Background: an optimization exercise with open tools, aiming at small area, a short achievable clock period and few clock cycles. Do not read the settings as production practice.
The RTL was checked by simulation tests, not by an equivalence proof against the original design.
Power and IR drop assume default switching activity.

==> flow/design.v <==
`timescale 1ns / 1ps
module cpu_hazard(input wire clk,
           input wire rst,
           input wire enable,
           input wire start,
           output wire d_we,
           output wire [7:0] i_addr,
           output wire [7:0] d_addr,
           input  wire [15:0] i_datain,
           input  wire [15:0] d_datain,
           output wire [15:0] d_dataout,
           output wire busy
    );
    function automatic [7:0] add8(input [7:0] x, input [7:0] y);
      reg [7:0] p, g, t, gg, tt;
      integer d, i;
      begin
        p = x ^ y;
        g = x & y;
        t = x | y;
        gg = g;
        tt = t;
        for (d = 1; d < 8; d = d * 2)
          for (i = 7; i >= d; i = i - 1)
          begin
            if (d == 1 && i == 1)
              gg[1] = g[1] | ((t[1] & x[0]) & y[0]);
            else
              gg[i] = gg[i] | (tt[i] & gg[i - d]);
            tt[i] = tt[i] & tt[i - d];
          end
        add8 = p ^ {gg[6:0], 1'b0};
      end
    endfunction
    function automatic [7:0] inc8(input [7:0] x);
      integer i;
      begin
        for (i = 0; i < 8; i = i + 1)
          inc8[i] = x[i] ^ ((i == 0) ? 1'b1 : &(x | ~((8'd1 << i) - 8'd1)));
      end
    endfunction
    function automatic [15:0] rev16(input [15:0] x);
      integer i;
      for (i = 0; i < 16; i = i + 1) rev16[i] = x[15 - i];
    endfunction
    reg state;
    reg [7:0] pc;
    reg [15:0] gr [0:7];       
    reg [7:0]  vld;            
    reg zf, nf, cf;
    reg [15:0] ex_a;           
    reg [15:0] ex_b;           
    reg [3:0]  ex_sh;          
    reg [7:0]  ex_addr;        
    reg [2:0]  ex_rd;          
    reg        ex_wr;          
    reg        ex_load;
    reg        ex_store;
    reg        ex_flags;       
    reg        ex_sub;         
    reg        ex_cin;         
    reg        ex_sra;         
    reg        ex_s_add, ex_s_and, ex_s_or, ex_s_xor, ex_s_shr, ex_s_shl;
    assign i_addr = pc;
    assign busy = state;
    wire ex = state & enable;
    wire cin = ex_cin;
    wire [15:0] ap = ex_a ^ ex_b;
    wire [15:0] ag = ex_a & ex_b;
    wire [15:0] ao = ex_a | ex_b;
    reg [15:0] kg, kt;
    integer d, i;
    always @(*)
    begin
      kg = ag;
      kt = ao;
      for (d = 1; d < 16; d = d * 2)
        for (i = 15; i >= d; i = i - 1)
        begin
          kg[i] = kg[i] | (kt[i] & kg[i - d]);
          kt[i] = kt[i] & kt[i - d];
        end
    end
    wire [16:0] carry = {kg | (kt & {16{cin}}), cin};
    wire [15:0] sum = ap ^ carry[15:0];
    wire alu_cf = ex_sub ? ~carry[16] : carry[16];
    wire alu_zf = (ap == {ao[14:0], cin});
    wire alu_nf = sum[15];
    wire [31:0] shr = {{16{ex_sra & ex_a[15]}}, ex_a} >> ex_sh;
    wire [15:0] wd = ({16{ex_s_add}} & sum) | ({16{ex_s_and}} & ag) | ({16{ex_s_or}} & ao)
                   | ({16{ex_s_xor}} & ap) | ({16{ex_s_shr}} & shr[15:0])
                   | ({16{ex_s_shl}} & rev16(shr[15:0])) | ({16{ex_load}} & d_datain);
    assign d_addr = ex_addr;
    assign d_dataout = ex_b;
    assign d_we = ex_store;
    wire zf_n = ex_flags ? alu_zf : zf;
    wire nf_n = ex_flags ? alu_nf : nf;
    wire cf_n = ex_flags ? alu_cf : cf;
    always @(posedge clk or negedge rst)
    begin
      if (!rst)
      begin
        zf <= 1'b0;
        nf <= 1'b0;
        cf <= 1'b0;
      end
      else
      begin
        zf <= zf_n;
        nf <= nf_n;
        cf <= cf_n;
      end
    end
    always @(posedge clk)
    begin
      if (ex_wr)
        gr[ex_rd] <= wd;
    end
    always @(posedge clk or negedge rst)
    begin
      if (!rst) vld <= 8'b0;
      else if (ex_wr) vld[ex_rd] <= 1'b1;
    end
    wire [4:0] op = i_datain[15:11];
    wire [2:0] rd = i_datain[10:8];
    wire [2:0] r1 = i_datain[6:4];
    wire [2:0] r2 = i_datain[2:0];
    wire [7:0] imm8 = i_datain[7:0];
    wire [3:0] imm4 = i_datain[3:0];
    wire op_halt  = (op == 5'b00001);
    wire op_load  = (op == 5'b00010);
    wire op_store = (op == 5'b00011);
    wire op_shl   = (op == 5'b00100) || (op == 5'b00101);
    wire op_srl   = (op == 5'b00110);
    wire op_sra   = (op == 5'b00111);
    wire op_and   = (op == 5'b01101);
    wire op_or    = (op == 5'b01110);
    wire op_xor   = (op == 5'b01111);
    wire op_ldih  = (op == 5'b10000);
    wire op_imm   = (op == 5'b01001) || (op == 5'b01011);
    wire op_sub   = (op == 5'b01010) || (op == 5'b01011) || (op == 5'b01100) || (op == 5'b10010);
    wire op_addc  = (op == 5'b10001);
    wire op_subc  = (op == 5'b10010);
    wire op_jump  = (op == 5'b11000);
    wire op_br    = (op[4:3] == 2'b11) && !op_jump;   
    wire op_arith = (op == 5'b01000) || (op == 5'b01001) || (op == 5'b01010) || (op == 5'b01011) || (op == 5'b01100)
                 || (op == 5'b10000) || (op == 5'b10001) || (op == 5'b10010);
    wire wr_reg   = op_load || op_shl || op_srl || op_sra || op_and || op_or || op_xor
                 || (op_arith && op != 5'b01100);
    wire a_is_rd  = op_imm || op_ldih;
    wire [15:0] g_rd = gr[rd] & {16{vld[rd]}};
    wire [15:0] g_r1 = gr[r1] & {16{vld[r1]}};
    wire [15:0] g_r2 = gr[r2] & {16{vld[r2]}};
    wire f_rd = ex_wr && (ex_rd == rd);
    wire f_r1 = ex_wr && (ex_rd == r1);
    wire f_r2 = ex_wr && (ex_rd == r2);
    wire [15:0] v_r1 = f_r1 ? wd : g_r1;
    wire a_fwd = a_is_rd ? f_rd : f_r1;
    wire [15:0] a_reg = a_is_rd ? g_rd : op_shl ? rev16(g_r1) : g_r1;
    wire [15:0] a_wd = op_shl ? rev16(wd) : wd;
    wire [15:0] a_next = a_fwd ? a_wd : a_reg;
    wire b_imm = op_ldih || op_imm;
    wire b_fwd = !b_imm && (op_store ? f_rd : f_r2);
    wire [15:0] b_reg = {16{op_sub}} ^ (op_ldih ? {imm8, 8'b0} : op_imm ? {8'b0, imm8} : op_store ? g_rd : g_r2);
    wire [15:0] b_wd = {16{op_sub}} ^ wd;
    wire [15:0] b_next = b_fwd ? b_wd : b_reg;
    wire br_stall = op_br && ex_wr && (ex_rd == rd);
    wire [7:0] target = add8(g_rd[7:0], imm8);
    wire taken = (op == 5'b11001) || ((op == 5'b11010) && zf_n) || ((op == 5'b11011) && !zf_n)
              || ((op == 5'b11100) && nf_n) || ((op == 5'b11101) && !nf_n)
              || ((op == 5'b11110) && cf_n) || ((op == 5'b11111) && !cf_n);
    wire go = ex && !br_stall;      
    always @(posedge clk or negedge rst)
    begin
      if (!rst) state <= 1'b0;
      else if (!state) state <= enable & start;
      else state <= enable & ~op_halt;
    end
    wire [7:0] pc_seq = !go ? pc : op_jump ? imm8 : op_halt ? pc : inc8(pc);
    wire take = go && op_br && taken;
    always @(posedge clk or negedge rst)
    begin
      if (!rst) pc <= 8'b0;
      else pc <= take ? target : pc_seq;
    end
    always @(posedge clk or negedge rst)
    begin
      if (!rst)
      begin
        ex_wr <= 1'b0;
        ex_load <= 1'b0;
        ex_store <= 1'b0;
        ex_flags <= 1'b0;
      end
      else
      begin
        ex_wr <= go && wr_reg;
        ex_load <= go && op_load;
        ex_store <= go && op_store;
        ex_flags <= go && op_arith;
      end
    end
    always @(posedge clk)
    begin
      ex_rd <= rd;
      ex_sub <= op_sub;
      ex_cin <= op_sub ? ~(op_subc & cf_n) : (op_addc & cf_n);
      ex_sra <= op_sra;
      ex_s_add <= op_arith;
      ex_s_and <= op_and;
      ex_s_or <= op_or;
      ex_s_xor <= op_xor;
      ex_s_shr <= op_srl || op_sra;
      ex_s_shl <= op_shl;
      ex_sh <= imm4;
      ex_addr <= add8(v_r1[7:0], {4'b0, imm4});
      ex_a <= a_next;
      ex_b <= b_next;
    end
endmodule
Settings: LEC_CHECK=0, CAP_MARGIN=20, CORE_MARGIN=2, CORE_UTILIZATION=40, SETUP_SLACK_MARGIN=2.5, SLEW_MARGIN=20; clock period 6.0 ns.
run.sh (not shown) runs the stock make flow with config.mk's settings and CLKGATE_MAP_FILE= SYNTH_SCRIPT=/design/flow/synth_recipe.tcl, a recipe that flattens the netlist after the stock synthesis.
The starting point finished clean.
Testbench counts at the start, summed over its fixed seeds: cycles 82,400.
Next try:
- CORE_UTILIZATION: 40 -> 60
The changed run finished clean. Clock power drops by a few percent. Setup slack degrades by 0.091 ns. Clock skew barely changes. Die area drops by a quarter to a third. Register-to-register slack degrades by 0.08 ns. Synthesized area stays the same. Wire length drops slightly. Cell count drops by a little under a tenth. Utilization climbs by 23 points. Count of clock-buffer cells in the layout climbs by 1. Maximum frequency drops by a few percent.
Next try:
==> flow/flow/run.sh (new file) <==
#!/bin/bash
# Layout flow: the standard ORFS flow (standard synthesis, floorplan, power grid,
# placement, CTS, routing) with two changes to how the resizer works:
#  - ports are buffered with a plain buffer (buf_4) instead of the delay cell the
#    platform picks by default;
#  - the resizer may change a cell to any equivalent cell, not only one with the
#    same footprint (MATCH_CELL_FOOTPRINT=0).
# ORFS writes each step's full log under orfs/logs; make's own output goes to flow.log.
set -euo pipefail
bash standard.sh MATCH_CELL_FOOTPRINT=0 "BUFFER_PORTS_ARGS=-buffer_cell sky130_fd_sc_hd__buf_4" finish > flow.log 2>&1
==> flow/standard.sh (new file) <==
#!/bin/bash
# synth_recipe.tcl (not shown) runs the flow's synth.tcl, then flattens the netlist and writes it again
# the make line also repeats each setting of config.mk as NAME=value (left out here)
make -C /OpenROAD-flow-scripts/flow DESIGN_CONFIG=/design/flow/config.mk WORK_HOME=/design/flow/orfs CLKGATE_MAP_FILE= SYNTH_SCRIPT=/design/flow/synth_recipe.tcl "${@:-finish}"
- CORE_UTILIZATION: 60 -> 40
- SETUP_SLACK_MARGIN: 2.5 -> 3.0
removed: flow/run.sh
Outcome: The changed run went through all stages and came out clean. Power rises by a few percent. Final cell count rises by a little under a tenth. Cell area rises by a few percent. Clock skew rises by 0.0034 ns. Combinational power rises by roughly a tenth. Fmax rises by roughly a tenth. Wire length rises slightly.
Next try:
==> flow/run.sh (new file) <==
#!/bin/bash
# synth_recipe.tcl (not shown) runs the flow's synth.tcl, then flattens the netlist and writes it again
# the make line also repeats each setting of config.mk as NAME=value (left out here)
make -C /OpenROAD-flow-scripts/flow DESIGN_CONFIG=/design/flow/config.mk WORK_HOME=/design/flow/orfs CLKGATE_MAP_FILE= SYNTH_SCRIPT=/design/flow/synth_recipe.tcl finish
- ABC_AREA: unset -> 1
- SETUP_SLACK_MARGIN: 3.0 -> 2.5
removed: flow/flow/run.sh
removed: flow/standard.sh
Outcome: The new run finished with timing, DRC and antenna clean. Count of clock-buffer cells in the layout rose by 2. Clock skew went up by 0.012 ns. Fmax fell by 5.8%. Synthesized area climbs by 5.5%. Core utilization goes down by 2.4 points. Routed wire length went up by 27%.

==> re-timing with driven ports <==
The flow's constraints put no driver on any port. The routed layouts listed below were extracted and timed again, unchanged, in two steps.
Step 1 sets driving cells, clkbuf_16 on the clock port and buf_2 on the other inputs (assumed; they add their load-dependent delay and slew).
Step 2 also shifts input and output timing later by t, the mid clock arrival at the registers, as if the neighbouring blocks saw the same clock.
Three values: ideal ports, drivers, drivers and shift; two values: the first two.
| run | shift t [ns] | slack for setup (ns) | worst slew at a driven data input, ns | cell pins on the clock port's net |
|---|---|---|---|---|
| the first run | 0.589 | 2.618 / 2.590 / 2.000 | 0.08 | 1 |
| the second run | 0.570 | 2.527 / 2.556 / 1.986 | 0.03 | 1 |
| the third run | 0.579 | 2.818 / 2.680 / 2.101 | 0.19 | 1 |
| the fourth run | 0.599 | 2.622 / 2.651 / 2.052 | 0.06 | 1 |
After both steps every run listed still meets setup and hold. The setup slack of the third run, which loses most, moves by -0.138 ns with the drivers and by -0.717 ns with both steps.
